This design comes from an exercise in tuning for small area, a short achievable clock period and few clock cycles on the open sky130 flow, not from production work.
RTL that was checked went through simulation tests only; none was proved equivalent to the original.
The RTL of run 1 was laid out without a check of its function.

### constraint.sdc
create_clock -name core_clock -period 13.0 [get_ports {Clock}]
set_input_delay 2.6000 -clock core_clock [delete_from_list [all_inputs] [get_ports {Clock}]]
set_output_delay 2.6000 -clock core_clock [all_outputs]
set_load 0.01 [all_outputs]
### flow/run.sh
#!/bin/bash
# The standard layout (the standard.sh), with these ORFS settings changed:
#   SETUP_SLACK_MARGIN=9.0 "BUFFER_PORTS_ARGS=-buffer_cell sky130_fd_sc_hd__buf_2"
# The clock, the constraints and the synthesis are the design's own.
set -euo pipefail
bash standard.sh SETUP_SLACK_MARGIN=9.0 "BUFFER_PORTS_ARGS=-buffer_cell sky130_fd_sc_hd__buf_2" finish > flow_make.log 2>&1
### design.v
`timescale 1ns/100ps
`default_nettype none
module Milestone1 (
   input  logic            Clock,
   input  logic            resetn,
   input  logic [15:0]     SRAM_read_data,
   input  logic            M1_start,
   output logic [17:0]     SRAM_address,
   output logic [15:0]     SRAM_write_data,
   output logic            SRAM_we_n,
   output logic            M1_end
);
logic        running;
logic        wr_on;
logic [4:0]  cyc;           
logic [2:0]  ym5;           
logic [17:0] yptr;          
logic [17:0] wptr;          
logic [7:0]  uw [0:5];      
logic [7:0]  vw [0:5];      
logic [7:0]  ulow;          
logic [15:0] vbuf;          
logic [15:0] ybuf;          
logic [8:0]  fo, fo2;       
logic [7:0]  rr, rg, rb;    
logic [7:0]  bh;            
logic        fsel_u;
logic [7:0]  w0, w1, w2, w3, w4, w5;
logic [7:0]  t0, t1, t3, t4, t5;
logic [8:0]  fp, fq, fs;        
logic [8:0]  fout;
logic        c0, c1, c157, c158, c159;    
assign fsel_u = cyc[3];
assign w0 = fsel_u ? uw[0] : vw[1];
assign w1 = fsel_u ? uw[1] : vw[2];
assign w2 = fsel_u ? uw[2] : vw[3];
assign w3 = fsel_u ? uw[3] : vw[4];
assign w4 = fsel_u ? uw[4] : vw[5];
assign w5 = fsel_u ? uw[5] : vw[0];
assign t0 = c0 ? w2 : (c1 ? w1 : w0);
assign t1 = c0 ? w2 : w1;
assign t3 = c159 ? w2 : w3;
assign t4 = c159 ? w2 : (c158 ? w3 : w4);
assign t5 = c159 ? w2 : (c158 ? w3 : (c157 ? w4 : w5));
always_ff @(posedge Clock) begin
   fp <= {1'b0, t0} + {1'b0, t5} + 9'd1;        
   fq <= {1'b0, ~t1} + {1'b0, ~t4} + 9'd1;      
   fs <= {1'b0, w2} + {1'b0, t3} + 9'd1;        
end
logic ft_s0, ft_c0;
logic ft_s1, ft_c1;
logic ft_s2, ft_c2;
logic ft_s3, ft_c3;
logic ft_s4, ft_c4;
logic ft_s5, ft_c5;
logic ft_s6, ft_c6;
logic ft_s7, ft_c7;
logic ft_s8, ft_c8;
logic ft_s9, ft_c9;
logic ft_s10, ft_c10;
logic ft_s11, ft_c11;
logic ft_s12, ft_c12;
logic ft_s13, ft_c13;
logic ft_s14, ft_c14;
logic ft_s15, ft_c15;
logic ft_s16, ft_c16;
logic ft_s17, ft_c17;
logic ft_s18, ft_c18;
logic ft_s19, ft_c19;
logic ft_s20, ft_c20;
logic ft_s21, ft_c21;
logic ft_s22, ft_c22;
logic ft_s23, ft_c23;
logic ft_s24, ft_c24;
logic ft_s25, ft_c25;
logic ft_s26, ft_c26;
logic ft_s27, ft_c27;
logic ft_s28, ft_c28;
logic ft_s29, ft_c29;
logic ft_s30, ft_c30;
logic ft_s31, ft_c31;
logic ft_s32, ft_c32;
logic ft_s33, ft_c33;
logic ft_s34, ft_c34;
logic ft_s35, ft_c35;
logic ft_s36, ft_c36;
logic ft_s37, ft_c37;
logic ft_s38, ft_c38;
logic ft_s39, ft_c39;
logic ft_s40, ft_c40;
logic ft_s41, ft_c41;
logic ft_s42, ft_c42;
logic ft_s43, ft_c43;
logic ft_s44, ft_c44;
logic ft_s45, ft_c45;
logic ft_s46, ft_c46;
logic ft_s47, ft_c47;
logic ft_s48, ft_c48;
logic ft_s49, ft_c49;
logic ft_s50, ft_c50;
logic ft_s51, ft_c51;
logic ft_s52, ft_c52;
logic ft_s53, ft_c53;
logic ft_s54, ft_c54;
logic ft_s55, ft_c55;
logic ft_s56, ft_c56;
logic ft_s57, ft_c57;
logic ft_s58, ft_c58;
logic ft_s59, ft_c59;
logic ft_s60, ft_c60;
logic ft_s61, ft_c61;
logic [16:0] ft_ra, ft_rb, ft_sum;
assign ft_s0 = fp[1] ^ fp[3] ^ fp[5];
assign ft_c0 = (fp[1] & fp[3]) | (fp[1] & fp[5]) | (fp[3] & fp[5]);
assign ft_s1 = fp[2] ^ fp[4] ^ fp[6];
assign ft_c1 = (fp[2] & fp[4]) | (fp[2] & fp[6]) | (fp[4] & fp[6]);
assign ft_s2 = fq[1] ^ fq[2];
assign ft_c2 = fq[1] & fq[2];
assign ft_s3 = fp[3] ^ fp[5] ^ fp[7];
assign ft_c3 = (fp[3] & fp[5]) | (fp[3] & fp[7]) | (fp[5] & fp[7]);
assign ft_s4 = fq[2] ^ fq[3] ^ fq[5];
assign ft_c4 = (fq[2] & fq[3]) | (fq[2] & fq[5]) | (fq[3] & fq[5]);
assign ft_s5 = fs[0] ^ fs[2];
assign ft_c5 = fs[0] & fs[2];
assign ft_s6 = fp[4] ^ fp[6] ^ fp[8];
assign ft_c6 = (fp[4] & fp[6]) | (fp[4] & fp[8]) | (fp[6] & fp[8]);
assign ft_s7 = fq[3] ^ fq[4] ^ fq[6];
assign ft_c7 = (fq[3] & fq[4]) | (fq[3] & fq[6]) | (fq[4] & fq[6]);
assign ft_s8 = fs[1] ^ fs[3] ^ ~fs[8];
assign ft_c8 = (fs[1] & fs[3]) | (fs[1] & ~fs[8]) | (fs[3] & ~fs[8]);
assign ft_s9 = fp[5] ^ fp[7] ^ fq[4];
assign ft_c9 = (fp[5] & fp[7]) | (fp[5] & fq[4]) | (fp[7] & fq[4]);
assign ft_s10 = fq[5] ^ fq[7] ^ fs[2];
assign ft_c10 = (fq[5] & fq[7]) | (fq[5] & fs[2]) | (fq[7] & fs[2]);
assign ft_s11 = ~fs[4];
assign ft_c11 = fs[4];
assign ft_s12 = fp[6] ^ fp[8] ^ fq[5];
assign ft_c12 = (fp[6] & fp[8]) | (fp[6] & fq[5]) | (fp[8] & fq[5]);
assign ft_s13 = fq[6] ^ fq[8] ^ fs[3];
assign ft_c13 = (fq[6] & fq[8]) | (fq[6] & fs[3]) | (fq[8] & fs[3]);
assign ft_s14 = ~fs[5];
assign ft_c14 = fs[5];
assign ft_s15 = fp[7] ^ fq[6] ^ fq[7];
assign ft_c15 = (fp[7] & fq[6]) | (fp[7] & fq[7]) | (fq[6] & fq[7]);
assign ft_s16 = fp[8] ^ fq[7];
assign ft_c16 = fp[8] & fq[7];
assign ft_s17 = fp[0] ^ fp[2] ^ fp[4];
assign ft_c17 = (fp[0] & fp[2]) | (fp[0] & fp[4]) | (fp[2] & fp[4]);
assign ft_s18 = fq[0] ^ fq[1] ^ fq[3];
assign ft_c18 = (fq[0] & fq[1]) | (fq[0] & fq[3]) | (fq[1] & fq[3]);
assign ft_s19 = fs[0] ^ ~fs[5];
assign ft_c19 = fs[0] & ~fs[5];
assign ft_s20 = fq[4] ^ fs[1] ^ ~fs[6];
assign ft_c20 = (fq[4] & fs[1]) | (fq[4] & ~fs[6]) | (fs[1] & ~fs[6]);
assign ft_s21 = ft_s2 ^ ft_c0 ^ ft_s1;
assign ft_c21 = (ft_s2 & ft_c0) | (ft_s2 & ft_s1) | (ft_c0 & ft_s1);
assign ft_s22 = ~fs[7] ^ ft_c2 ^ ft_s5;
assign ft_c22 = (~fs[7] & ft_c2) | (~fs[7] & ft_s5) | (ft_c2 & ft_s5);
assign ft_s23 = ft_c1 ^ ft_s3 ^ ft_s4;
assign ft_c23 = (ft_c1 & ft_s3) | (ft_c1 & ft_s4) | (ft_s3 & ft_s4);
assign ft_s24 = ft_c5 ^ ft_c3 ^ ft_c4;
assign ft_c24 = (ft_c5 & ft_c3) | (ft_c5 & ft_c4) | (ft_c3 & ft_c4);
assign ft_s25 = ft_s6 ^ ft_s7 ^ ft_s8;
assign ft_c25 = (ft_s6 & ft_s7) | (ft_s6 & ft_s8) | (ft_s7 & ft_s8);
assign ft_s26 = ft_s11 ^ ft_c6 ^ ft_c7;
assign ft_c26 = (ft_s11 & ft_c6) | (ft_s11 & ft_c7) | (ft_c6 & ft_c7);
assign ft_s27 = ft_c8 ^ ft_s9 ^ ft_s10;
assign ft_c27 = (ft_c8 & ft_s9) | (ft_c8 & ft_s10) | (ft_s9 & ft_s10);
assign ft_s28 = ft_c11 ^ ft_s14 ^ ft_c9;
assign ft_c28 = (ft_c11 & ft_s14) | (ft_c11 & ft_c9) | (ft_s14 & ft_c9);
assign ft_s29 = ft_c10 ^ ft_s12 ^ ft_s13;
assign ft_c29 = (ft_c10 & ft_s12) | (ft_c10 & ft_s13) | (ft_s12 & ft_s13);
assign ft_s30 = ft_c14 ^ fs[4] ^ fs[6];
assign ft_c30 = (ft_c14 & fs[4]) | (ft_c14 & fs[6]) | (fs[4] & fs[6]);
assign ft_s31 = ft_c12 ^ ft_c13 ^ ft_s15;
assign ft_c31 = (ft_c12 & ft_c13) | (ft_c12 & ft_s15) | (ft_c13 & ft_s15);
assign ft_s32 = fq[8] ^ fs[5] ^ fs[7];
assign ft_c32 = (fq[8] & fs[5]) | (fq[8] & fs[7]) | (fs[5] & fs[7]);
assign ft_s33 = ~(ft_s16 ^ ft_c15);
assign ft_c33 = ft_s16 | ft_c15;
assign ft_s34 = fq[8] ^ fs[6] ^ fs[8];
assign ft_c34 = (fq[8] & fs[6]) | (fq[8] & fs[8]) | (fs[6] & fs[8]);
assign ft_s35 = fp[0] ^ fp[2];
assign ft_c35 = fp[0] & fp[2];
assign ft_s36 = fp[1] ^ fp[3] ^ fq[1];
assign ft_c36 = (fp[1] & fp[3]) | (fp[1] & fq[1]) | (fp[3] & fq[1]);
assign ft_s37 = fq[0] ^ fq[2] ^ ~fs[4];
assign ft_c37 = (fq[0] & fq[2]) | (fq[0] & ~fs[4]) | (fq[2] & ~fs[4]);
assign ft_s38 = ft_s19 ^ ft_c17 ^ ft_s18;
assign ft_c38 = (ft_s19 & ft_c17) | (ft_s19 & ft_s18) | (ft_c17 & ft_s18);
assign ft_s39 = ft_c19 ^ ft_c18 ^ ft_s20;
assign ft_c39 = (ft_c19 & ft_c18) | (ft_c19 & ft_s20) | (ft_c18 & ft_s20);
assign ft_s40 = ft_c20 ^ ft_s22 ^ ft_c21;
assign ft_c40 = (ft_c20 & ft_s22) | (ft_c20 & ft_c21) | (ft_s22 & ft_c21);
assign ft_s41 = ft_c22 ^ ft_c23 ^ ft_s24;
assign ft_c41 = (ft_c22 & ft_c23) | (ft_c22 & ft_s24) | (ft_c23 & ft_s24);
assign ft_s42 = ft_c24 ^ ft_c25 ^ ft_s26;
assign ft_c42 = (ft_c24 & ft_c25) | (ft_c24 & ft_s26) | (ft_c25 & ft_s26);
assign ft_s43 = ft_c26 ^ ft_c27 ^ ft_s28;
assign ft_c43 = (ft_c26 & ft_c27) | (ft_c26 & ft_s28) | (ft_c27 & ft_s28);
assign ft_s44 = ft_s30 ^ ft_c28 ^ ft_c29;
assign ft_c44 = (ft_s30 & ft_c28) | (ft_s30 & ft_c29) | (ft_c28 & ft_c29);
assign ft_s45 = ft_c30 ^ ft_s32 ^ ft_s33;
assign ft_c45 = (ft_c30 & ft_s32) | (ft_c30 & ft_s33) | (ft_s32 & ft_s33);
assign ft_s46 = ft_c16 ^ ft_c32 ^ ft_s34;
assign ft_c46 = (ft_c16 & ft_c32) | (ft_c16 & ft_s34) | (ft_c32 & ft_s34);
assign ft_s47 = fp[0] ^ ~fs[0];
assign ft_c47 = fp[0] & ~fs[0];
assign ft_s48 = fp[1] ^ ~fs[1];
assign ft_c48 = fp[1] & ~fs[1];
assign ft_s49 = fq[0] ^ ~fs[2] ^ ft_s35;
assign ft_c49 = (fq[0] & ~fs[2]) | (fq[0] & ft_s35) | (~fs[2] & ft_s35);
assign ft_s50 = ~fs[3] ^ ft_c35 ^ ft_s36;
assign ft_c50 = (~fs[3] & ft_c35) | (~fs[3] & ft_s36) | (ft_c35 & ft_s36);
assign ft_s51 = ft_c36 ^ ft_s37 ^ ft_s17;
assign ft_c51 = (ft_c36 & ft_s37) | (ft_c36 & ft_s17) | (ft_s37 & ft_s17);
assign ft_s52 = ft_c37 ^ ft_s0 ^ ft_s38;
assign ft_c52 = (ft_c37 & ft_s0) | (ft_c37 & ft_s38) | (ft_s0 & ft_s38);
assign ft_s53 = ft_c38 ^ ft_s39 ^ ft_s21;
assign ft_c53 = (ft_c38 & ft_s39) | (ft_c38 & ft_s21) | (ft_s39 & ft_s21);
assign ft_s54 = ft_c39 ^ ft_s23 ^ ft_s40;
assign ft_c54 = (ft_c39 & ft_s23) | (ft_c39 & ft_s40) | (ft_s23 & ft_s40);
assign ft_s55 = ft_s25 ^ ft_c40 ^ ft_s41;
assign ft_c55 = (ft_s25 & ft_c40) | (ft_s25 & ft_s41) | (ft_c40 & ft_s41);
assign ft_s56 = ft_s27 ^ ft_c41 ^ ft_s42;
assign ft_c56 = (ft_s27 & ft_c41) | (ft_s27 & ft_s42) | (ft_c41 & ft_s42);
assign ft_s57 = ft_s29 ^ ft_c42 ^ ft_s43;
assign ft_c57 = (ft_s29 & ft_c42) | (ft_s29 & ft_s43) | (ft_c42 & ft_s43);
assign ft_s58 = ft_s31 ^ ft_c43 ^ ft_s44;
assign ft_c58 = (ft_s31 & ft_c43) | (ft_s31 & ft_s44) | (ft_c43 & ft_s44);
assign ft_s59 = ft_c31 ^ ft_s45 ^ ft_c44;
assign ft_c59 = (ft_c31 & ft_s45) | (ft_c31 & ft_c44) | (ft_s45 & ft_c44);
assign ft_s60 = ft_c33 ^ ft_s46 ^ ft_c45;
assign ft_c60 = (ft_c33 & ft_s46) | (ft_c33 & ft_c45) | (ft_s46 & ft_c45);
assign ft_s61 = fs[7] ^ ft_c34 ^ ft_c46;
assign ft_c61 = (fs[7] & ft_c34) | (fs[7] & ft_c46) | (ft_c34 & ft_c46);
assign ft_ra = {1'b0, ft_c61, ft_c60, ft_c59, ft_c58, ft_c57, ft_c56, ft_c55, ft_c54, ft_c53, ft_c52, ft_c51, ft_c50, ft_c49, ft_c48, ft_c47, ft_s47};
assign ft_rb = {1'b0, fs[8], ft_s61, ft_s60, ft_s59, ft_s58, ft_s57, ft_s56, ft_s55, ft_s54, ft_s53, ft_s52, ft_s51, ft_s50, ft_s49, ft_s48, 1'b1};
assign ft_sum = ft_ra + ft_rb;
assign fout = ft_sum[16:8];
logic [7:0]  ysel;
logic [8:0]  usel, vsel;
logic [24:0] ypr;               
logic [8:0]  xu, xv;
logic [10:0] xu3, xv3;
logic [7:0]  cr, cg, cb;
assign ysel = ybuf[15:8];    
assign usel = cyc[0] ? {uw[4][7], ~uw[4][7], uw[4][6:0]} : fo2;
assign vsel = cyc[0] ? {vw[4][7], ~vw[4][7], vw[4][6:0]} : fo;
logic yt_s0, yt_c0;
logic yt_s1, yt_c1;
logic yt_s2, yt_c2;
logic yt_s3, yt_c3;
logic yt_s4, yt_c4;
logic yt_s5, yt_c5;
logic yt_s6, yt_c6;
logic yt_s7, yt_c7;
logic yt_s8, yt_c8;
logic yt_s9, yt_c9;
logic yt_s10, yt_c10;
logic yt_s11, yt_c11;
logic yt_s12, yt_c12;
logic yt_s13, yt_c13;
logic yt_s14, yt_c14;
logic yt_s15, yt_c15;
logic yt_s16, yt_c16;
logic [26:0] yt_ra, yt_rb, yt_sum;
assign yt_s0 = ysel[1] ^ ysel[3];
assign yt_c0 = ysel[1] & ysel[3];
assign yt_s1 = ysel[2] ^ ysel[4] ^ ysel[6];
assign yt_c1 = (ysel[2] & ysel[4]) | (ysel[2] & ysel[6]) | (ysel[4] & ysel[6]);
assign yt_s2 = ysel[0] ^ ysel[3] ^ ysel[5];
assign yt_c2 = (ysel[0] & ysel[3]) | (ysel[0] & ysel[5]) | (ysel[3] & ysel[5]);
assign yt_s3 = ysel[1] ^ ysel[4];
assign yt_c3 = ysel[1] & ysel[4];
assign yt_s4 = ysel[2] ^ ysel[5];
assign yt_c4 = ysel[2] & ysel[5];
assign yt_s5 = ysel[3] ^ ysel[6];
assign yt_c5 = ysel[3] & ysel[6];
assign yt_s6 = ysel[0] ^ ysel[2];
assign yt_c6 = ysel[0] & ysel[2];
assign yt_s7 = ~(ysel[5] ^ yt_s0);
assign yt_c7 = ysel[5] | yt_s0;
assign yt_s8 = ~(yt_c0 ^ yt_s1);
assign yt_c8 = yt_c0 | yt_s1;
assign yt_s9 = ysel[7] ^ yt_c1 ^ yt_s2;
assign yt_c9 = (ysel[7] & yt_c1) | (ysel[7] & yt_s2) | (yt_c1 & yt_s2);
assign yt_s10 = ysel[6] ^ yt_s3 ^ yt_c2;
assign yt_c10 = (ysel[6] & yt_s3) | (ysel[6] & yt_c2) | (yt_s3 & yt_c2);
assign yt_s11 = ysel[7] ^ yt_c3 ^ yt_s4;
assign yt_c11 = (ysel[7] & yt_c3) | (ysel[7] & yt_s4) | (yt_c3 & yt_s4);
assign yt_s12 = ~(yt_c4 ^ yt_s5);
assign yt_c12 = yt_c4 | yt_s5;
assign yt_s13 = ysel[4] ^ ysel[7] ^ yt_c5;
assign yt_c13 = (ysel[4] & ysel[7]) | (ysel[4] & yt_c5) | (ysel[7] & yt_c5);
assign yt_s14 = ~ysel[5];
assign yt_c14 = ysel[5];
assign yt_s15 = ~ysel[6];
assign yt_c15 = ysel[6];
assign yt_s16 = ~ysel[7];
assign yt_c16 = ysel[7];
assign yt_ra = {1'b1, 1'b0, yt_c16, yt_c15, yt_c14, yt_c13, yt_c12, yt_c11, yt_c10, yt_c9, yt_c8, yt_c7, yt_c6, yt_s6, ysel[1], ysel[0], ysel[1], ysel[0], ~ysel[6], ~ysel[5], ~ysel[4], ~ysel[3], ~ysel[2], ~ysel[1], ~ysel[0], 1'b0, 1'b0};
assign yt_rb = {1'b0, 1'b0, 1'b1, yt_s16, yt_s15, yt_s14, yt_s13, yt_s12, yt_s11, yt_s10, yt_s9, yt_s8, yt_s7, ysel[4], ysel[3], ysel[2], 1'b0, ~ysel[7], 1'b1, 1'b0, 1'b1, 1'b0, 1'b0, 1'b0, 1'b1, 1'b0, 1'b0};
assign yt_sum = yt_ra + yt_rb;
always_ff @(posedge Clock) begin
   ypr <= yt_sum[26:2];
   xu  <= usel;
   xv  <= vsel;
   xu3 <= {2'b00, usel} + {1'b0, usel, 1'b0};
   xv3 <= {2'b00, vsel} + {1'b0, vsel, 1'b0};
end
logic rt_s0, rt_c0;
logic rt_s1, rt_c1;
logic rt_s2, rt_c2;
logic rt_s3, rt_c3;
logic rt_s4, rt_c4;
logic rt_s5, rt_c5;
logic rt_s6, rt_c6;
logic rt_s7, rt_c7;
logic rt_s8, rt_c8;
logic rt_s9, rt_c9;
logic rt_s10, rt_c10;
logic rt_s11, rt_c11;
logic rt_s12, rt_c12;
logic rt_s13, rt_c13;
logic rt_s14, rt_c14;
logic rt_s15, rt_c15;
logic rt_s16, rt_c16;
logic rt_s17, rt_c17;
logic rt_s18, rt_c18;
logic rt_s19, rt_c19;
logic rt_s20, rt_c20;
logic rt_s21, rt_c21;
logic rt_s22, rt_c22;
logic rt_s23, rt_c23;
logic rt_s24, rt_c24;
logic rt_s25, rt_c25;
logic rt_s26, rt_c26;
logic rt_s27, rt_c27;
logic rt_s28, rt_c28;
logic rt_s29, rt_c29;
logic rt_s30, rt_c30;
logic rt_s31, rt_c31;
logic rt_s32, rt_c32;
logic rt_s33, rt_c33;
logic rt_s34, rt_c34;
logic rt_s35, rt_c35;
logic rt_s36, rt_c36;
logic rt_s37, rt_c37;
logic rt_s38, rt_c38;
logic rt_s39, rt_c39;
logic [26:0] rt_ra, rt_rb, rt_sum;
assign rt_s0 = ypr[9] ^ xv3[0];
assign rt_c0 = ypr[9] & xv3[0];
assign rt_s1 = ypr[10] ^ xv3[1];
assign rt_c1 = ypr[10] & xv3[1];
assign rt_s2 = ypr[5] ^ xv[0];
assign rt_c2 = ypr[5] & xv[0];
assign rt_s3 = ypr[6] ^ xv[1] ^ xv[4];
assign rt_c3 = (ypr[6] & xv[1]) | (ypr[6] & xv[4]) | (xv[1] & xv[4]);
assign rt_s4 = ypr[7] ^ xv[2] ^ xv[5];
assign rt_c4 = (ypr[7] & xv[2]) | (ypr[7] & xv[5]) | (xv[2] & xv[5]);
assign rt_s5 = ypr[8] ^ xv[3] ^ xv[6];
assign rt_c5 = (ypr[8] & xv[3]) | (ypr[8] & xv[6]) | (xv[3] & xv[6]);
assign rt_s6 = ~(xv[4] ^ xv[7]);
assign rt_c6 = xv[4] | xv[7];
assign rt_s7 = xv[5] ^ xv[8] ^ rt_c0;
assign rt_c7 = (xv[5] & xv[8]) | (xv[5] & rt_c0) | (xv[8] & rt_c0);
assign rt_s8 = ypr[11] ^ xv3[2] ^ xv[6];
assign rt_c8 = (ypr[11] & xv3[2]) | (ypr[11] & xv[6]) | (xv3[2] & xv[6]);
assign rt_s9 = ypr[12] ^ xv3[3];
assign rt_c9 = ypr[12] & xv3[3];
assign rt_s10 = ypr[13] ^ xv3[0] ^ xv3[4];
assign rt_c10 = (ypr[13] & xv3[0]) | (ypr[13] & xv3[4]) | (xv3[0] & xv3[4]);
assign rt_s11 = ypr[14] ^ xv3[1];
assign rt_c11 = ypr[14] & xv3[1];
assign rt_s12 = ypr[15] ^ xv3[2];
assign rt_c12 = ypr[15] & xv3[2];
assign rt_s13 = ypr[16] ^ xv3[3] ^ xv3[7];
assign rt_c13 = (ypr[16] & xv3[3]) | (ypr[16] & xv3[7]) | (xv3[3] & xv3[7]);
assign rt_s14 = ypr[17] ^ xv3[4] ^ xv3[8];
assign rt_c14 = (ypr[17] & xv3[4]) | (ypr[17] & xv3[8]) | (xv3[4] & xv3[8]);
assign rt_s15 = ypr[18] ^ xv3[5];
assign rt_c15 = ypr[18] & xv3[5];
assign rt_s16 = ypr[19] ^ xv3[6] ^ xv3[10];
assign rt_c16 = (ypr[19] & xv3[6]) | (ypr[19] & xv3[10]) | (xv3[6] & xv3[10]);
assign rt_s17 = ypr[20] ^ xv3[7];
assign rt_c17 = ypr[20] & xv3[7];
assign rt_s18 = ypr[2] ^ xv[0];
assign rt_c18 = ypr[2] & xv[0];
assign rt_s19 = ypr[3] ^ xv[1] ^ xv3[5];
assign rt_c19 = (ypr[3] & xv[1]) | (ypr[3] & xv3[5]) | (xv[1] & xv3[5]);
assign rt_s20 = ypr[4] ^ xv[2] ^ xv3[6];
assign rt_c20 = (ypr[4] & xv[2]) | (ypr[4] & xv3[6]) | (xv[2] & xv3[6]);
assign rt_s21 = xv[3] ^ xv3[7] ^ rt_s2;
assign rt_c21 = (xv[3] & xv3[7]) | (xv[3] & rt_s2) | (xv3[7] & rt_s2);
assign rt_s22 = xv3[8] ^ rt_c2 ^ rt_s3;
assign rt_c22 = (xv3[8] & rt_c2) | (xv3[8] & rt_s3) | (rt_c2 & rt_s3);
assign rt_s23 = xv3[9] ^ rt_c3 ^ rt_s4;
assign rt_c23 = (xv3[9] & rt_c3) | (xv3[9] & rt_s4) | (rt_c3 & rt_s4);
assign rt_s24 = xv3[10] ^ rt_c4 ^ rt_s5;
assign rt_c24 = (xv3[10] & rt_c4) | (xv3[10] & rt_s5) | (rt_c4 & rt_s5);
assign rt_s25 = rt_s6 ^ rt_s0 ^ rt_c5;
assign rt_c25 = (rt_s6 & rt_s0) | (rt_s6 & rt_c5) | (rt_s0 & rt_c5);
assign rt_s26 = rt_c6 ^ rt_s1 ^ rt_s7;
assign rt_c26 = (rt_c6 & rt_s1) | (rt_c6 & rt_s7) | (rt_s1 & rt_s7);
assign rt_s27 = rt_c1 ^ rt_s8 ^ rt_c7;
assign rt_c27 = (rt_c1 & rt_s8) | (rt_c1 & rt_c7) | (rt_s8 & rt_c7);
assign rt_s28 = xv[7] ^ rt_s9 ^ rt_c8;
assign rt_c28 = (xv[7] & rt_s9) | (xv[7] & rt_c8) | (rt_s9 & rt_c8);
assign rt_s29 = xv[8] ^ rt_c9 ^ rt_s10;
assign rt_c29 = (xv[8] & rt_c9) | (xv[8] & rt_s10) | (rt_c9 & rt_s10);
assign rt_s30 = xv3[5] ^ rt_s11 ^ rt_c10;
assign rt_c30 = (xv3[5] & rt_s11) | (xv3[5] & rt_c10) | (rt_s11 & rt_c10);
assign rt_s31 = xv3[6] ^ rt_c11 ^ rt_s12;
assign rt_c31 = (xv3[6] & rt_c11) | (xv3[6] & rt_s12) | (rt_c11 & rt_s12);
assign rt_s32 = ~(rt_c12 ^ rt_s13);
assign rt_c32 = rt_c12 | rt_s13;
assign rt_s33 = ~(rt_c13 ^ rt_s14);
assign rt_c33 = rt_c13 | rt_s14;
assign rt_s34 = xv3[9] ^ rt_s15 ^ rt_c14;
assign rt_c34 = (xv3[9] & rt_s15) | (xv3[9] & rt_c14) | (rt_s15 & rt_c14);
assign rt_s35 = ~(rt_c15 ^ rt_s16);
assign rt_c35 = rt_c15 | rt_s16;
assign rt_s36 = ~(rt_s17 ^ rt_c16);
assign rt_c36 = rt_s17 | rt_c16;
assign rt_s37 = ypr[21] ^ xv3[8] ^ rt_c17;
assign rt_c37 = (ypr[21] & xv3[8]) | (ypr[21] & rt_c17) | (xv3[8] & rt_c17);
assign rt_s38 = ypr[22] ^ xv3[9];
assign rt_c38 = ypr[22] & xv3[9];
assign rt_s39 = ypr[23] ^ xv3[10];
assign rt_c39 = ypr[23] & xv3[10];
assign rt_ra = {rt_c39, rt_c38, rt_c37, rt_c36, rt_c35, rt_c34, rt_c33, rt_c32, rt_c31, rt_c30, rt_c29, rt_c28, rt_c27, rt_c26, rt_c25, rt_c24, rt_c23, rt_c22, rt_c21, rt_c20, rt_c19, rt_c18, rt_s18, ypr[1], ypr[0], xv3[1], xv3[0]};
assign rt_rb = {ypr[24], rt_s39, rt_s38, rt_s37, rt_s36, rt_s35, rt_s34, rt_s33, rt_s32, rt_s31, rt_s30, rt_s29, rt_s28, rt_s27, rt_s26, rt_s25, rt_s24, rt_s23, rt_s22, rt_s21, rt_s20, rt_s19, xv3[4], xv3[3], xv3[2], 1'b0, 1'b0};
assign rt_sum = rt_ra + rt_rb;
logic gt_s0, gt_c0;
logic gt_s1, gt_c1;
logic gt_s2, gt_c2;
logic gt_s3, gt_c3;
logic gt_s4, gt_c4;
logic gt_s5, gt_c5;
logic gt_s6, gt_c6;
logic gt_s7, gt_c7;
logic gt_s8, gt_c8;
logic gt_s9, gt_c9;
logic gt_s10, gt_c10;
logic gt_s11, gt_c11;
logic gt_s12, gt_c12;
logic gt_s13, gt_c13;
logic gt_s14, gt_c14;
logic gt_s15, gt_c15;
logic gt_s16, gt_c16;
logic gt_s17, gt_c17;
logic gt_s18, gt_c18;
logic gt_s19, gt_c19;
logic gt_s20, gt_c20;
logic gt_s21, gt_c21;
logic gt_s22, gt_c22;
logic gt_s23, gt_c23;
logic gt_s24, gt_c24;
logic gt_s25, gt_c25;
logic gt_s26, gt_c26;
logic gt_s27, gt_c27;
logic gt_s28, gt_c28;
logic gt_s29, gt_c29;
logic gt_s30, gt_c30;
logic gt_s31, gt_c31;
logic gt_s32, gt_c32;
logic gt_s33, gt_c33;
logic gt_s34, gt_c34;
logic gt_s35, gt_c35;
logic gt_s36, gt_c36;
logic gt_s37, gt_c37;
logic gt_s38, gt_c38;
logic gt_s39, gt_c39;
logic gt_s40, gt_c40;
logic gt_s41, gt_c41;
logic gt_s42, gt_c42;
logic gt_s43, gt_c43;
logic gt_s44, gt_c44;
logic gt_s45, gt_c45;
logic gt_s46, gt_c46;
logic gt_s47, gt_c47;
logic gt_s48, gt_c48;
logic gt_s49, gt_c49;
logic gt_s50, gt_c50;
logic gt_s51, gt_c51;
logic gt_s52, gt_c52;
logic gt_s53, gt_c53;
logic gt_s54, gt_c54;
logic gt_s55, gt_c55;
logic gt_s56, gt_c56;
logic gt_s57, gt_c57;
logic gt_s58, gt_c58;
logic gt_s59, gt_c59;
logic gt_s60, gt_c60;
logic gt_s61, gt_c61;
logic gt_s62, gt_c62;
logic gt_s63, gt_c63;
logic gt_s64, gt_c64;
logic [26:0] gt_ra, gt_rb, gt_sum;
assign gt_s0 = ypr[3] ^ ~xu3[2];
assign gt_c0 = ypr[3] & ~xu3[2];
assign gt_s1 = ypr[4] ^ ~xu3[3];
assign gt_c1 = ypr[4] & ~xu3[3];
assign gt_s2 = ypr[5] ^ ~xu3[4];
assign gt_c2 = ypr[5] & ~xu3[4];
assign gt_s3 = ypr[6] ^ ~xu3[5];
assign gt_c3 = ypr[6] & ~xu3[5];
assign gt_s4 = ypr[7] ^ ~xu3[6];
assign gt_c4 = ypr[7] & ~xu3[6];
assign gt_s5 = ypr[8] ^ ~xu[0] ^ ~xu3[7];
assign gt_c5 = (ypr[8] & ~xu[0]) | (ypr[8] & ~xu3[7]) | (~xu[0] & ~xu3[7]);
assign gt_s6 = ypr[9] ^ ~xu[1];
assign gt_c6 = ypr[9] & ~xu[1];
assign gt_s7 = ypr[10] ^ ~xu[2] ^ ~xu3[9];
assign gt_c7 = (ypr[10] & ~xu[2]) | (ypr[10] & ~xu3[9]) | (~xu[2] & ~xu3[9]);
assign gt_s8 = ypr[11] ^ ~xu3[0] ^ ~xu[3];
assign gt_c8 = (ypr[11] & ~xu3[0]) | (ypr[11] & ~xu[3]) | (~xu3[0] & ~xu[3]);
assign gt_s9 = ~xu3[10] ^ ~xv[1];
assign gt_c9 = ~xu3[10] & ~xv[1];
assign gt_s10 = ypr[12] ^ ~xu3[1] ^ ~xu[4];
assign gt_c10 = (ypr[12] & ~xu3[1]) | (ypr[12] & ~xu[4]) | (~xu3[1] & ~xu[4]);
assign gt_s11 = ~(~xv3[0] ^ ~xv[2]);
assign gt_c11 = ~xv3[0] | ~xv[2];
assign gt_s12 = ypr[13] ^ ~xu3[2] ^ ~xu[5];
assign gt_c12 = (ypr[13] & ~xu3[2]) | (ypr[13] & ~xu[5]) | (~xu3[2] & ~xu[5]);
assign gt_s13 = ~(~xv3[1] ^ ~xv[3]);
assign gt_c13 = ~xv3[1] | ~xv[3];
assign gt_s14 = ypr[14] ^ ~xu3[3] ^ ~xu[6];
assign gt_c14 = (ypr[14] & ~xu3[3]) | (ypr[14] & ~xu[6]) | (~xu3[3] & ~xu[6]);
assign gt_s15 = ~xv3[2] ^ ~xv[4];
assign gt_c15 = ~xv3[2] & ~xv[4];
assign gt_s16 = ypr[15] ^ ~xu3[4] ^ ~xu[7];
assign gt_c16 = (ypr[15] & ~xu3[4]) | (ypr[15] & ~xu[7]) | (~xu3[4] & ~xu[7]);
assign gt_s17 = ~xv3[3] ^ ~xv[5];
assign gt_c17 = ~xv3[3] & ~xv[5];
assign gt_s18 = ypr[16] ^ ~xu3[5] ^ ~xu[8];
assign gt_c18 = (ypr[16] & ~xu3[5]) | (ypr[16] & ~xu[8]) | (~xu3[5] & ~xu[8]);
assign gt_s19 = ~xv3[4] ^ ~xv[6];
assign gt_c19 = ~xv3[4] & ~xv[6];
assign gt_s20 = ypr[17] ^ ~xu3[6] ^ ~xv3[5];
assign gt_c20 = (ypr[17] & ~xu3[6]) | (ypr[17] & ~xv3[5]) | (~xu3[6] & ~xv3[5]);
assign gt_s21 = ypr[18] ^ ~xu3[7] ^ ~xv3[6];
assign gt_c21 = (ypr[18] & ~xu3[7]) | (ypr[18] & ~xv3[6]) | (~xu3[7] & ~xv3[6]);
assign gt_s22 = ypr[1] ^ ~xu3[0];
assign gt_c22 = ypr[1] & ~xu3[0];
assign gt_s23 = ypr[2] ^ ~xu3[1];
assign gt_c23 = ypr[2] & ~xu3[1];
assign gt_s24 = ~(~xv[0] ^ ~xv[5]);
assign gt_c24 = ~xv[0] | ~xv[5];
assign gt_s25 = ~xv[1] ^ ~xv[6] ^ gt_c0;
assign gt_c25 = (~xv[1] & ~xv[6]) | (~xv[1] & gt_c0) | (~xv[6] & gt_c0);
assign gt_s26 = ~xv[2] ^ ~xv[7] ^ gt_c1;
assign gt_c26 = (~xv[2] & ~xv[7]) | (~xv[2] & gt_c1) | (~xv[7] & gt_c1);
assign gt_s27 = ~xv[3] ^ ~xv[8] ^ gt_c2;
assign gt_c27 = (~xv[3] & ~xv[8]) | (~xv[3] & gt_c2) | (~xv[8] & gt_c2);
assign gt_s28 = ~(~xv[4] ^ gt_c3);
assign gt_c28 = ~xv[4] | gt_c3;
assign gt_s29 = ~(~xv[5] ^ gt_c4);
assign gt_c29 = ~xv[5] | gt_c4;
assign gt_s30 = ~xu3[8] ^ ~xv[6] ^ gt_s6;
assign gt_c30 = (~xu3[8] & ~xv[6]) | (~xu3[8] & gt_s6) | (~xv[6] & gt_s6);
assign gt_s31 = ~xv[0] ^ ~xv[7] ^ gt_c6;
assign gt_c31 = (~xv[0] & ~xv[7]) | (~xv[0] & gt_c6) | (~xv[7] & gt_c6);
assign gt_s32 = ~xv[8] ^ gt_s9 ^ gt_c7;
assign gt_c32 = (~xv[8] & gt_s9) | (~xv[8] & gt_c7) | (gt_s9 & gt_c7);
assign gt_s33 = gt_c9 ^ gt_s11 ^ gt_c8;
assign gt_c33 = (gt_c9 & gt_s11) | (gt_c9 & gt_c8) | (gt_s11 & gt_c8);
assign gt_s34 = gt_c11 ^ gt_s13 ^ gt_c10;
assign gt_c34 = (gt_c11 & gt_s13) | (gt_c11 & gt_c10) | (gt_s13 & gt_c10);
assign gt_s35 = gt_c13 ^ gt_s15 ^ gt_c12;
assign gt_c35 = (gt_c13 & gt_s15) | (gt_c13 & gt_c12) | (gt_s15 & gt_c12);
assign gt_s36 = gt_c15 ^ gt_s17 ^ gt_c14;
assign gt_c36 = (gt_c15 & gt_s17) | (gt_c15 & gt_c14) | (gt_s17 & gt_c14);
assign gt_s37 = gt_c17 ^ gt_s19 ^ gt_c16;
assign gt_c37 = (gt_c17 & gt_s19) | (gt_c17 & gt_c16) | (gt_s19 & gt_c16);
assign gt_s38 = ~xv[7] ^ gt_c19 ^ gt_c18;
assign gt_c38 = (~xv[7] & gt_c19) | (~xv[7] & gt_c18) | (gt_c19 & gt_c18);
assign gt_s39 = ~(~xv[8] ^ gt_c20);
assign gt_c39 = ~xv[8] | gt_c20;
assign gt_s40 = ypr[19] ^ ~xu3[8] ^ ~xv3[7];
assign gt_c40 = (ypr[19] & ~xu3[8]) | (ypr[19] & ~xv3[7]) | (~xu3[8] & ~xv3[7]);
assign gt_s41 = ypr[20] ^ ~xu3[9];
assign gt_c41 = ypr[20] & ~xu3[9];
assign gt_s42 = ypr[21] ^ ~xu3[10];
assign gt_c42 = ypr[21] & ~xu3[10];
assign gt_s43 = ~~xv[3];
assign gt_c43 = ~xv[3];
assign gt_s44 = ~xv[4] ^ gt_c22 ^ gt_s23;
assign gt_c44 = (~xv[4] & gt_c22) | (~xv[4] & gt_s23) | (gt_c22 & gt_s23);
assign gt_s45 = gt_c23 ^ gt_s24 ^ gt_s0;
assign gt_c45 = (gt_c23 & gt_s24) | (gt_c23 & gt_s0) | (gt_s24 & gt_s0);
assign gt_s46 = gt_c24 ^ gt_s1 ^ gt_s25;
assign gt_c46 = (gt_c24 & gt_s1) | (gt_c24 & gt_s25) | (gt_s1 & gt_s25);
assign gt_s47 = gt_s2 ^ gt_c25 ^ gt_s26;
assign gt_c47 = (gt_s2 & gt_c25) | (gt_s2 & gt_s26) | (gt_c25 & gt_s26);
assign gt_s48 = gt_s3 ^ gt_c26 ^ gt_s27;
assign gt_c48 = (gt_s3 & gt_c26) | (gt_s3 & gt_s27) | (gt_c26 & gt_s27);
assign gt_s49 = gt_s4 ^ gt_s28 ^ gt_c27;
assign gt_c49 = (gt_s4 & gt_s28) | (gt_s4 & gt_c27) | (gt_s28 & gt_c27);
assign gt_s50 = gt_c28 ^ gt_s29 ^ gt_s5;
assign gt_c50 = (gt_c28 & gt_s29) | (gt_c28 & gt_s5) | (gt_s29 & gt_s5);
assign gt_s51 = gt_c5 ^ gt_c29 ^ gt_s30;
assign gt_c51 = (gt_c5 & gt_c29) | (gt_c5 & gt_s30) | (gt_c29 & gt_s30);
assign gt_s52 = gt_s7 ^ gt_c30 ^ gt_s31;
assign gt_c52 = (gt_s7 & gt_c30) | (gt_s7 & gt_s31) | (gt_c30 & gt_s31);
assign gt_s53 = gt_s8 ^ gt_c31 ^ gt_s32;
assign gt_c53 = (gt_s8 & gt_c31) | (gt_s8 & gt_s32) | (gt_c31 & gt_s32);
assign gt_s54 = gt_s10 ^ gt_c32 ^ gt_s33;
assign gt_c54 = (gt_s10 & gt_c32) | (gt_s10 & gt_s33) | (gt_c32 & gt_s33);
assign gt_s55 = gt_s12 ^ gt_c33 ^ gt_s34;
assign gt_c55 = (gt_s12 & gt_c33) | (gt_s12 & gt_s34) | (gt_c33 & gt_s34);
assign gt_s56 = gt_s14 ^ gt_c34 ^ gt_s35;
assign gt_c56 = (gt_s14 & gt_c34) | (gt_s14 & gt_s35) | (gt_c34 & gt_s35);
assign gt_s57 = gt_s16 ^ gt_c35 ^ gt_s36;
assign gt_c57 = (gt_s16 & gt_c35) | (gt_s16 & gt_s36) | (gt_c35 & gt_s36);
assign gt_s58 = gt_s18 ^ gt_c36 ^ gt_s37;
assign gt_c58 = (gt_s18 & gt_c36) | (gt_s18 & gt_s37) | (gt_c36 & gt_s37);
assign gt_s59 = gt_s20 ^ gt_c37 ^ gt_s38;
assign gt_c59 = (gt_s20 & gt_c37) | (gt_s20 & gt_s38) | (gt_c37 & gt_s38);
assign gt_s60 = gt_s21 ^ gt_s39 ^ gt_c38;
assign gt_c60 = (gt_s21 & gt_s39) | (gt_s21 & gt_c38) | (gt_s39 & gt_c38);
assign gt_s61 = gt_c21 ^ gt_s40 ^ gt_c39;
assign gt_c61 = (gt_c21 & gt_s40) | (gt_c21 & gt_c39) | (gt_s40 & gt_c39);
assign gt_s62 = ~xv3[8] ^ gt_s41 ^ gt_c40;
assign gt_c62 = (~xv3[8] & gt_s41) | (~xv3[8] & gt_c40) | (gt_s41 & gt_c40);
assign gt_s63 = ~xv3[9] ^ gt_c41 ^ gt_s42;
assign gt_c63 = (~xv3[9] & gt_c41) | (~xv3[9] & gt_s42) | (gt_c41 & gt_s42);
assign gt_s64 = ypr[22] ^ ~xv3[10] ^ gt_c42;
assign gt_c64 = (ypr[22] & ~xv3[10]) | (ypr[22] & gt_c42) | (~xv3[10] & gt_c42);
assign gt_ra = {ypr[24], gt_c64, gt_c63, gt_c62, gt_c61, gt_c60, gt_c59, gt_c58, gt_c57, gt_c56, gt_c55, gt_c54, gt_c53, gt_c52, gt_c51, gt_c50, gt_c49, gt_c48, gt_c47, gt_c46, gt_c45, gt_c44, gt_c43, gt_s43, ypr[0], ~xv[1], ~xv[0]};
assign gt_rb = {1'b0, ypr[23], gt_s64, gt_s63, gt_s62, gt_s61, gt_s60, gt_s59, gt_s58, gt_s57, gt_s56, gt_s55, gt_s54, gt_s53, gt_s52, gt_s51, gt_s50, gt_s49, gt_s48, gt_s47, gt_s46, gt_s45, gt_s44, gt_s22, ~xv[2], 1'b0, 1'b1};
assign gt_sum = gt_ra + gt_rb;
logic bt_s0, bt_c0;
logic bt_s1, bt_c1;
logic bt_s2, bt_c2;
logic bt_s3, bt_c3;
logic bt_s4, bt_c4;
logic bt_s5, bt_c5;
logic bt_s6, bt_c6;
logic bt_s7, bt_c7;
logic bt_s8, bt_c8;
logic bt_s9, bt_c9;
logic bt_s10, bt_c10;
logic bt_s11, bt_c11;
logic bt_s12, bt_c12;
logic bt_s13, bt_c13;
logic bt_s14, bt_c14;
logic bt_s15, bt_c15;
logic bt_s16, bt_c16;
logic bt_s17, bt_c17;
logic bt_s18, bt_c18;
logic bt_s19, bt_c19;
logic bt_s20, bt_c20;
logic bt_s21, bt_c21;
logic bt_s22, bt_c22;
logic bt_s23, bt_c23;
logic bt_s24, bt_c24;
logic bt_s25, bt_c25;
logic bt_s26, bt_c26;
logic bt_s27, bt_c27;
logic bt_s28, bt_c28;
logic bt_s29, bt_c29;
logic bt_s30, bt_c30;
logic bt_s31, bt_c31;
logic bt_s32, bt_c32;
logic bt_s33, bt_c33;
logic bt_s34, bt_c34;
logic bt_s35, bt_c35;
logic [26:0] bt_ra, bt_rb, bt_sum;
assign bt_s0 = ypr[8] ^ xu[0];
assign bt_c0 = ypr[8] & xu[0];
assign bt_s1 = ypr[9] ^ xu[1];
assign bt_c1 = ypr[9] & xu[1];
assign bt_s2 = ypr[10] ^ xu[2];
assign bt_c2 = ypr[10] & xu[2];
assign bt_s3 = ypr[11] ^ xu[3];
assign bt_c3 = ypr[11] & xu[3];
assign bt_s4 = ypr[5] ^ xu[0];
assign bt_c4 = ypr[5] & xu[0];
assign bt_s5 = ypr[6] ^ xu[1] ^ xu3[5];
assign bt_c5 = (ypr[6] & xu[1]) | (ypr[6] & xu3[5]) | (xu[1] & xu3[5]);
assign bt_s6 = ypr[7] ^ xu[2] ^ xu3[6];
assign bt_c6 = (ypr[7] & xu[2]) | (ypr[7] & xu3[6]) | (xu[2] & xu3[6]);
assign bt_s7 = xu[3] ^ xu3[7] ^ xu3[10];
assign bt_c7 = (xu[3] & xu3[7]) | (xu[3] & xu3[10]) | (xu3[7] & xu3[10]);
assign bt_s8 = xu[4] ^ xu3[8] ^ bt_c0;
assign bt_c8 = (xu[4] & xu3[8]) | (xu[4] & bt_c0) | (xu3[8] & bt_c0);
assign bt_s9 = xu[5] ^ xu3[9] ^ bt_c1;
assign bt_c9 = (xu[5] & xu3[9]) | (xu[5] & bt_c1) | (xu3[9] & bt_c1);
assign bt_s10 = xu[6] ^ xu3[10] ^ bt_c2;
assign bt_c10 = (xu[6] & xu3[10]) | (xu[6] & bt_c2) | (xu3[10] & bt_c2);
assign bt_s11 = ypr[12] ^ xu[4] ^ xu[7];
assign bt_c11 = (ypr[12] & xu[4]) | (ypr[12] & xu[7]) | (xu[4] & xu[7]);
assign bt_s12 = ypr[13] ^ xu[5];
assign bt_c12 = ypr[13] & xu[5];
assign bt_s13 = ypr[1] ^ xu3[0];
assign bt_c13 = ypr[1] & xu3[0];
assign bt_s14 = ypr[2] ^ xu3[1] ^ xu3[4];
assign bt_c14 = (ypr[2] & xu3[1]) | (ypr[2] & xu3[4]) | (xu3[1] & xu3[4]);
assign bt_s15 = ypr[3] ^ xu3[2] ^ xu3[5];
assign bt_c15 = (ypr[3] & xu3[2]) | (ypr[3] & xu3[5]) | (xu3[2] & xu3[5]);
assign bt_s16 = ypr[4] ^ xu3[3] ^ xu3[6];
assign bt_c16 = (ypr[4] & xu3[3]) | (ypr[4] & xu3[6]) | (xu3[3] & xu3[6]);
assign bt_s17 = xu3[4] ^ xu3[7] ^ bt_s4;
assign bt_c17 = (xu3[4] & xu3[7]) | (xu3[4] & bt_s4) | (xu3[7] & bt_s4);
assign bt_s18 = xu3[8] ^ bt_c4 ^ bt_s5;
assign bt_c18 = (xu3[8] & bt_c4) | (xu3[8] & bt_s5) | (bt_c4 & bt_s5);
assign bt_s19 = xu3[9] ^ bt_c5 ^ bt_s6;
assign bt_c19 = (xu3[9] & bt_c5) | (xu3[9] & bt_s6) | (bt_c5 & bt_s6);
assign bt_s20 = bt_s0 ^ bt_c6 ^ bt_s7;
assign bt_c20 = (bt_s0 & bt_c6) | (bt_s0 & bt_s7) | (bt_c6 & bt_s7);
assign bt_s21 = bt_s1 ^ bt_c7 ^ bt_s8;
assign bt_c21 = (bt_s1 & bt_c7) | (bt_s1 & bt_s8) | (bt_c7 & bt_s8);
assign bt_s22 = bt_s2 ^ bt_c8 ^ bt_s9;
assign bt_c22 = (bt_s2 & bt_c8) | (bt_s2 & bt_s9) | (bt_c8 & bt_s9);
assign bt_s23 = bt_s3 ^ bt_c9 ^ bt_s10;
assign bt_c23 = (bt_s3 & bt_c9) | (bt_s3 & bt_s10) | (bt_c9 & bt_s10);
assign bt_s24 = bt_c3 ^ bt_s11 ^ bt_c10;
assign bt_c24 = (bt_c3 & bt_s11) | (bt_c3 & bt_c10) | (bt_s11 & bt_c10);
assign bt_s25 = xu[8] ^ bt_s12 ^ bt_c11;
assign bt_c25 = (xu[8] & bt_s12) | (xu[8] & bt_c11) | (bt_s12 & bt_c11);
assign bt_s26 = ypr[14] ^ xu[6] ^ bt_c12;
assign bt_c26 = (ypr[14] & xu[6]) | (ypr[14] & bt_c12) | (xu[6] & bt_c12);
assign bt_s27 = ypr[15] ^ xu[0] ^ xu[7];
assign bt_c27 = (ypr[15] & xu[0]) | (ypr[15] & xu[7]) | (xu[0] & xu[7]);
assign bt_s28 = ypr[16] ^ xu[1] ^ xu[8];
assign bt_c28 = (ypr[16] & xu[1]) | (ypr[16] & xu[8]) | (xu[1] & xu[8]);
assign bt_s29 = ypr[17] ^ xu[2];
assign bt_c29 = ypr[17] & xu[2];
assign bt_s30 = ypr[18] ^ xu[3];
assign bt_c30 = ypr[18] & xu[3];
assign bt_s31 = ypr[19] ^ xu[4];
assign bt_c31 = ypr[19] & xu[4];
assign bt_s32 = ypr[20] ^ xu[5];
assign bt_c32 = ypr[20] & xu[5];
assign bt_s33 = ypr[21] ^ xu[6];
assign bt_c33 = ypr[21] & xu[6];
assign bt_s34 = ypr[22] ^ xu[7];
assign bt_c34 = ypr[22] & xu[7];
assign bt_s35 = ypr[23] ^ xu[8];
assign bt_c35 = ypr[23] & xu[8];
assign bt_ra = {bt_c35, bt_c34, bt_c33, bt_c32, bt_c31, bt_c30, bt_c29, bt_c28, bt_c27, bt_c26, bt_c25, bt_c24, bt_c23, bt_c22, bt_c21, bt_c20, bt_c19, bt_c18, bt_c17, bt_c16, bt_c15, bt_c14, bt_c13, bt_s13, ypr[0], xu3[1], xu3[0]};
assign bt_rb = {ypr[24], bt_s35, bt_s34, bt_s33, bt_s32, bt_s31, bt_s30, bt_s29, bt_s28, bt_s27, bt_s26, bt_s25, bt_s24, bt_s23, bt_s22, bt_s21, bt_s20, bt_s19, bt_s18, bt_s17, bt_s16, bt_s15, bt_s14, xu3[3], xu3[2], 1'b0, 1'b0};
assign bt_sum = bt_ra + bt_rb;
function automatic logic [7:0] clip(input logic [26:0] v);
   if (v[26])               clip = 8'd0;
   else if (v[25] | v[24])  clip = 8'd255;
   else                     clip = v[23:16];
endfunction
assign cr = clip(rt_sum);
assign cg = clip(gt_sum);
assign cb = clip(bt_sum);
logic [17:0] caddr_sum;
logic [17:0] caddr;
assign caddr_sum = yptr + (yptr[0] ? 18'd76804 : 18'd115204);
assign caddr = {1'b0, caddr_sum[17:1]};
assign SRAM_write_data = cyc[3] ? {bh, rr} : (cyc[2] ? {rr, rg} : {rg, rb});
always_ff @(posedge Clock or negedge resetn) begin
   if (~resetn) begin
      running   <= 1'b0;
      M1_end    <= 1'b0;
      SRAM_we_n <= 1'b1;
      wr_on     <= 1'b0;
   end else begin
      if (~running) begin
         SRAM_we_n <= 1'b1;
         if (M1_start) begin
            running <= 1'b1;
            M1_end  <= 1'b0;
            wr_on   <= 1'b0;
         end
      end else begin
         SRAM_we_n <= ~(wr_on & (cyc[1] | cyc[2] | cyc[3]));
         if (cyc[3] & c0) wr_on <= 1'b1;
         if (cyc[4] & ~yptr[17] & yptr[15] & yptr[12] & yptr[10] & yptr[9] & yptr[0]) begin
            running <= 1'b0;
            M1_end  <= 1'b1;
         end
      end
   end
end
always_ff @(posedge Clock) begin
   if (~running & M1_start) begin
      cyc  <= 5'b10000;
      yptr <= 18'h3fffc;       
      ym5  <= 3'd1;            
      wptr <= 18'd146929;      
      {c157, c158, c159, c0, c1} <= 5'd0;
   end else begin
      cyc <= {cyc[3:0], cyc[4]};
      if (cyc[0]) begin
         yptr <= yptr + 18'd1;
         ym5  <= (ym5 == 3'd4) ? 3'd0 : ym5 + 3'd1;
      end
      if (cyc[1] | cyc[2] | cyc[3]) wptr <= wptr + 18'd1;
      if (cyc[2]) begin
         c157 <= (yptr[4:0] == 5'd30) & (ym5 == 3'd3);
         c158 <= c157;
         c159 <= c158;
         c0   <= c159;
         c1   <= c0;
      end
   end
   SRAM_address <= cyc[4] ? caddr : (cyc[0] ? yptr : wptr);
   fo  <= fout;
   fo2 <= fo;
   rr <= cr;
   if (cyc[1] | cyc[2]) begin
      rg <= cg;
      rb <= cb;
   end
   bh <= rb;
   uw[0] <= uw[5]; uw[1] <= uw[0]; uw[2] <= uw[1]; uw[3] <= uw[2]; uw[4] <= uw[3];
   vw[0] <= vw[5]; vw[1] <= vw[0]; vw[2] <= vw[1]; vw[3] <= vw[2]; vw[4] <= vw[3];
   if (cyc[2]) begin
      if (~yptr[0]) begin         
         uw[5] <= SRAM_read_data[15:8];
         ulow  <= SRAM_read_data[7:0];
         vw[5] <= vbuf[15:8];
      end else begin              
         uw[5] <= ulow;
         vw[5] <= vbuf[7:0];
         vbuf  <= SRAM_read_data;
      end
   end else begin
      uw[5] <= uw[4];
      vw[5] <= vw[4];
   end
   if (cyc[3]) ybuf <= SRAM_read_data;
   else if (cyc[0]) ybuf[15:8] <= ybuf[7:0];
end
endmodule
### config.mk
export PLATFORM = sky130hd
export DESIGN_NAME = Milestone1
export DESIGN_NICKNAME = Milestone1
export VERILOG_FILES = /design/flow/design.v
export SDC_FILE = /design/flow/constraint.sdc
export NUM_CORES = 4
export LEC_CHECK = 0
export CAP_MARGIN = 20
export CORE_MARGIN = 2
export CORE_UTILIZATION = 40
export SLEW_MARGIN = 20
### standard.sh
#!/bin/bash
# synth_recipe.tcl (not shown) runs the flow's synth.tcl, then flattens the netlist and writes it again
# the make line also repeats each setting of config.mk as NAME=value (left out here)
make -C /OpenROAD-flow-scripts/flow DESIGN_CONFIG=/design/flow/config.mk WORK_HOME=/design/flow/orfs CLKGATE_MAP_FILE= SYNTH_SCRIPT=/design/flow/synth_recipe.tcl "${@:-finish}"
==> metrics.csv, run 1 <==
stage,metric,value,unit
job,maxCapViolCount,0,
yosys,synth-warning-count,3,
cts,max-clock-path-buffers,3,
setup_path,worstRegToRegCells,15,
final_layout,antennaDiodeCount,0,
route,wirelength,53670,um
timing,slew_viol_final,0,
yosys,synth_nets,2535,
final_layout,layout_common_cells,"sky130_fd_sc_hd__inv_1 (321), sky130_fd_sc_hd__dfxtp_1 (235), sky130_fd_sc_hd__ha_1 (216)",
yosys,number_of_distinct_library_cell_variants_in_the_gate_level_netlist_after_synthesis,76,
floorplanning,placement_rows,85,
hold_path,timing.hold.worst_endpoint,vw[2][4],
route,firstDrtPassIters,5,
timing,setup-tns-final,0,ns
route,ant_nets,0,
setup_path,crit_path_max_fanout,7,
yosys,avgSynthCellArea,10.10,sq um
timing,clock-skew-final,0.02724,ns
final_layout,leading_cell_type_in_the_layout_fill_and_taps_excluded,sky130_fd_sc_hd__inv_1,
floorplanning,die_h,236.3,um
floorplanning,dieArea,0.05582,sq mm
setup_path,startpoint_type,register,
timing,finalHoldViolCount,0,
hold_path,worstHoldStart,vw[1][4],
setup_path,ff2ff_setup_slack,9.07,ns
placement,globalplace.congestion,0.9359,
final_layout,post-route-util,45.99,%
hold_path,number_of_stages_on_the_worst_hold_path,0,
timing,slew-limit-headroom,48.87,%
hold_path,hold_path_class,reg2reg,
yosys,synth-edff-count,56,
floorplanning,boundary_pins,55,
final_layout,ff_latch_area,0.007625,sq mm
grt,grt_usage,19.39,%
cts,postCtsHoldBufs,0,
route,number_of_drc_violations_after_detailed_routing,0,
route,post_drt_via_cell_ratio,4.990,
timing,max_freq,0.2352,GHz
grt,antenna_found_initial,0,
grt,first_global_vias,14819,
final_layout,multi_input_area,0.01286,sq mm
yosys,synth_ff_type,sky130_fd_sc_hd__dfxtp_1,
setup_path,crit_path_end_kind,output pin,
timing,report.final.setup_viol,0,
grt,globalRoute.totalOverflow,0,
timing,min_period,4.252,ns
run_status,result_of_the_run,no timing/DRC/antenna violations,
yosys,async_reset_ff_share,1.156,%
setup_path,worst_ep_required_time,10.40,ns
yosys,synth.ff_latch_count,346,
cts,cts-root-buf,sky130_fd_sc_hd__clkbuf_16,
cts,htree_levels,2,
grt,first_pass_grt_wire_length,83900,um
floorplanning,core-area,0.05360,sq mm
floorplanning,start_util,40.26,%
final_layout,fillCellCount,5083,
timing,timing.final.crit_share,32.71,%
cts,tritoncts_num_sinks,346,
setup_path,critical_path_class,reg2out,
timing,timing.hold.ws,0.3423,ns
cts,clkSlewWorstSetupHoldPaths,0.06,ns
final_layout,area_growth_syn_to_layout,14.25,%
grt,grt_max_degree,35,
yosys,synth_area,0.02158,sq mm
setup_path,worstReg2RegStart,ypr[10],
route,via_count,14661,
yosys,synth_sequential_area_ratio,34.79,%
setup_path,worst_r2r_endpoint,rb[4],
cts,tritoncts,built,
cts,tritoncts.num_buffers,38,
placement,place.port_buffers,54,
yosys,postSynthCellCount,2136,
route,number_of_drc_markers_in_iteration_0,869,
timing,rsz_0062_raised_after_global_routing,true,
cts,clk_latency,0.57,ns
timing,worst-slew-pin-transition,0.7654,ns
setup_path,worst_ep_arrival_time,1.65,ns
route,detail_route.wl_per_cell,18.27,um
placement,hpwlAfterDp,41600,um
floorplanning,width_of_the_die,236.3,um
final_layout,drive_gt1_share,14.67,%
final_layout,finish.net_count,2612,
[repair_timing]
item | CTS | global route
setup endpoints to repair | 43 | 43
cloned | 3 | 0
pin swaps | 7 | 54
setup buffers | 14 | 14
resized for setup | 75 | 92
[synth_stat cells (32+ instances only)]
| cell type | instances | area, sq um |
|---|---|---|
| sky130_fd_sc_hd__nand2_1 | 135 | 506.7 |
| sky130_fd_sc_hd__dfxtp_1 | 286 | 5725 |
| sky130_fd_sc_hd__clkbuf_1 | 42 | 157.7 |
| sky130_fd_sc_hd__a21o_1 | 38 | 285.3 |
| sky130_fd_sc_hd__xnor2_1 | 61 | 534.3 |
| sky130_fd_sc_hd__xor2_1 | 53 | 464.2 |
| sky130_fd_sc_hd__nor2_1 | 88 | 330.3 |
| sky130_fd_sc_hd__a21oi_1 | 126 | 630.6 |
| sky130_fd_sc_hd__mux2i_1 | 103 | 1031 |
| sky130_fd_sc_hd__inv_1 | 343 | 1287 |
| sky130_fd_sc_hd__mux2_2 | 35 | 394.1 |
| sky130_fd_sc_hd__o21a_1 | 32 | 240.2 |
| sky130_fd_sc_hd__edfxtp_1 | 56 | 1682 |
| sky130_fd_sc_hd__o21ai_0 | 108 | 540.5 |
| sky130_fd_sc_hd__ha_1 | 227 | 2840 |
| sky130_fd_sc_hd__fa_1 | 153 | 3063 |
[state kept, by name, indices dropped and copies added (netlist names), 16 cells and up]
register      cells
SRAM_address     18
uw               48
vbuf             16
vw               48
wptr             18
ybuf             16
ypr              24
yptr             18
[worst max path at each step]
| stage | from | to |
|---|---|---|
| 2_1_floorplan | cyc[3] | SRAM_write_data[0] |
| 3_3_place_gp | xu[4] | rg[4] |
| 3_5_place_dp | cyc[3] | SRAM_write_data[0] |
| 4_1_cts | cyc[2] | SRAM_write_data[15] |
| 5_1_grt | cyc[2] | SRAM_write_data[15] |
| 6_report | cyc[2] | SRAM_write_data[3] |
[layer usage]
metal	track usage, %	share of wire [%]	vias up
met1	27.12	48	7077
met4	4.910	2.0	0
met2	31.21	45	280
met3	3.218	4.6	62
met5	0	0	-
li1	-	-	7242
[per-stage QoR]
step / setup slack (ns) / instance area (sq um) / instances
finish: 8.748 / 24650 / 2938
global route: 8.656 / 24650 / 2938
CTS: 8.727 / 24270 / 2924
detailed placement: 8.517 / 22580 / 2838
global placement: 8.596 / 22580 / 2838
floorplan: 9.009 / 21590 / 2136
[logic make-up after synthesis]
| group | after synthesis | synth area share (%) |
|---|---|---|
| xor+xnor | 114 | 4.627 |
| fa+ha+maj | 380 | 27.36 |
| buf+inv | 401 | 7.016 |
| flops | 346 | 34.79 |
| simple gates | 366 | 8.094 |
| compound gates | 389 | 11.30 |
| mux | 140 | 6.813 |
[final cells by class]
type / count / share of cell area, %
Multi-Input combinational cell: 1389 / 52.18
Sequential cell: 346 / 30.93
Inverter: 343 / 5.243
Clock buffer: 53 / 4.288
Tap cell: 696 / 3.532
Timing Repair Buffer: 95 / 2.969
Clock inverter: 16 / 0.8628
[worst max-delay path, stage by stage, from the launching register on]
cell                      delay, ns
sky130_fd_sc_hd__dfxtp_4       0.42
sky130_fd_sc_hd__buf_12        0.13
sky130_fd_sc_hd__buf_16        0.12
sky130_fd_sc_hd__mux2i_1       0.18
sky130_fd_sc_hd__o21ai_1       0.07
sky130_fd_sc_hd__buf_2         0.14
==> run 2: changes to the inputs <==
--- a/design.v
+++ b/design.v
@@ -757,5 +757,13 @@
 assign caddr_sum = yptr + (yptr[0] ? 18'd76804 : 18'd115204);
 assign caddr = {1'b0, caddr_sum[17:1]};
-assign SRAM_write_data = cyc[3] ? {bh, rr} : (cyc[2] ? {rr, rg} : {rg, rb});
+logic        ws2h, ws3h, ws2l, ws3l;
+always_ff @(posedge Clock) begin
+   ws2h <= cyc[1] & running;
+   ws3h <= cyc[2] & running;
+   ws2l <= cyc[1] & ~M1_end;
+   ws3l <= cyc[2] & ~M1_end;
+end
+assign SRAM_write_data[15:8] = ws3h ? bh : (ws2h ? rr : rg);
+assign SRAM_write_data[7:0]  = ws3l ? rr : (ws2l ? rg : rb);
 always_ff @(posedge Clock or negedge resetn) begin
    if (~resetn) begin
--- a/config.mk
+++ b/config.mk
@@ -8,4 +8,4 @@
 export CAP_MARGIN = 20
 export CORE_MARGIN = 2
-export CORE_UTILIZATION = 40
+export CORE_UTILIZATION = 60
 export SLEW_MARGIN = 20
==> metrics.csv, run 2 <==
stage,metric,value,unit,change
yosys,synth_ff_type,sky130_fd_sc_hd__dfxtp_1,,
grt,first_global_vias,15035,,+1.5%
timing,slew-limit-headroom,32.05,%,-17 points
yosys,synth_nets,2542,,+0.28%
grt,grt_usage,26.57,%,+7.2 points
cts,max-clock-path-buffers,3,,unchanged
run_status,result_of_the_run,no timing/DRC/antenna violations,,
cts,postCtsHoldBufs,0,,unchanged
setup_path,critical_path_class,reg2out,,
setup_path,worst_ep_arrival_time,1.45,ns,-0.20 ns
timing,slew_viol_final,0,,unchanged
route,firstDrtPassIters,5,,unchanged
cts,tritoncts,built,,
route,via_count,14646,,-0.10%
yosys,synth.mux.area_fraction,6.792,%,-0.020 points
final_layout,fillCellCount,2817,,-45%
timing,setup-tns-final,0,ns,unchanged
yosys,synth_xor_xnor_area_share,4.601,%,-0.025 points
timing,min_period,4.050,ns,-0.2022 ns
timing,worst-slew-pin-transition,1.018,ns,+0.2524 ns
final_layout,finish.net_count,2617,,+0.19%
setup_path,startpoint_type,register,,
job,maxCapViolCount,0,,unchanged
final_layout,drive_gt1_share,14.38,%,-0.29 points
timing,max_freq,0.2469,GHz,+5.0%
yosys,postSynthCellCount,2142,,+0.28%
yosys,synthesized_area_fraction_occupied_by_ao_oa_aoi_and_oai_cells,10.73,%,-0.57 points
yosys,synth.ff_latch_count,350,,+1.2%
yosys,synth-warning-count,3,,unchanged
cts,cts-root-buf,sky130_fd_sc_hd__clkbuf_16,,
cts,tritoncts.num_buffers,37,,-2.6%
final_layout,leading_cell_type_in_the_layout_fill_and_taps_excluded,sky130_fd_sc_hd__inv_1,,
-- run 2: cell count changes in the layout (fill, tap and decap cells not counted), sizes merged, moves of 6 or more --
cell    before  now
nor2        88   99
o211ai       7    1
xnor2       61   68
inv        346  356
nand3       27   34
a21oi      130  111
xor2        53   44
and3        21   11
-- run 2: kinds of logic after synthesis --
family	count (synthesis)
fa+ha+maj	381
simple gates	385
compound gates	368
xor+xnor	112
mux	140
flops	350
buf+inv	406
-- run 2: critical path, cell delays in order, from the launching register on --
cell and delay, ns:
sky130_fd_sc_hd__edfxtp_1 0.48, sky130_fd_sc_hd__mux2i_1 0.19, sky130_fd_sc_hd__o21ai_1 0.08, sky130_fd_sc_hd__buf_2 0.15
-- run 2: area by class of cell --
class,count,area (sq um),share of cell area (%)
Tap cell,461,576.8,2.378
Inverter,353,1325,5.464
Antenna cell,1,2.502,0.01032
Multi-Input combinational cell,1386,12880,53.12
Timing Repair Buffer,89,540.5,2.229
Sequential cell,350,7694,31.72
Clock inverter,11,117.6,0.4850
Clock buffer,57,1114,4.592
-- run 2: worst paths after layout --
path / depth (start not counted) / slack, ns / to / startpoint
setup reg to reg: 18 / 9.04 / rg[3] / ypr[10]
setup / recovery: 3 / 8.95 / SRAM_write_data[7] / rg[7]
hold reg to reg: 0 / 0.34 / vw[4][6] / vw[3][6]
hold / removal: 0 / 0.34 / vw[4][6] / vw[3][6]
max in group asynchronous: 1 / 10.94 / SRAM_we_n / resetn
min in group asynchronous: 1 / 1.85 / wr_on / resetn
-- run 2: through the flow --
| stage | setup slack (ns) | hold WS (ns) | utilization [%] | cells | area (sq um) |
|---|---|---|---|---|---|
| floorplan | 9.032 | 0.3257 | - | 2142 | 21640 |
| global placement | 8.723 | 0.3288 | 62.90 | 2615 | 22370 |
| detailed placement | 8.631 | 0.3337 | 62.90 | 2615 | 22370 |
| CTS | 8.927 | 0.3435 | 66.96 | 2688 | 23820 |
| global route | 8.841 | 0.3379 | 68.18 | 2708 | 24250 |
| finish | 8.950 | 0.3440 | 68.18 | 2708 | 24250 |
-- run 2: timing repair --
item                                    CTS  global route
pin swaps                                19            42
resized for setup                        79            78
endpoints found under the setup margin   44            43
setup buffers                             5            19
-- run 2: per-layer routing --
layer  global-route usage (%)  up-vias  part of all wire [%]
met2                    45.05      248                    49
met3                    3.114      102                   3.1
met4                    12.96        2                   4.7
li1                         -     7259                     -
met1                    33.92     7035                    44
met5                        0        -                 0.026
Testbench counts of run 2, summed over its fixed seeds: cycles 768,108.

afterwards: timing with drivers on the ports:
Ports are ideal in the flow. The routed layouts listed here were re-timed in OpenROAD. Step 1 assumes that a clkbuf_16 drives the clock port and a buf_2 every other input. Step 2 adds t to the input delays and takes it off the output delays; t is the mean of the earliest and latest rising clock arrival at the registers after step 1. Input paths then give back, and output paths get back, about the clock's delay inside the block. Slacks: no drivers / after step 1 / after step 2; pairs: no drivers / after step 1.
| run | t, ns | slack for setup (ns) | hold WS [ns] | slew at the worst register clock pin (ns) | worst slew at a driven data input, ns |
|---|---|---|---|---|---|
| run 1 | 0.618 | 8.748 / 8.691 / 9.066 | 0.342 / 0.342 / 0.342 | 0.07 / 0.07 | 0.08 |
| run 2 | 0.604 | 8.950 / 8.894 / 9.038 | 0.344 / 0.344 / 0.344 | 0.07 / 0.07 | 0.07 |
After both steps every run listed still meets setup and hold.
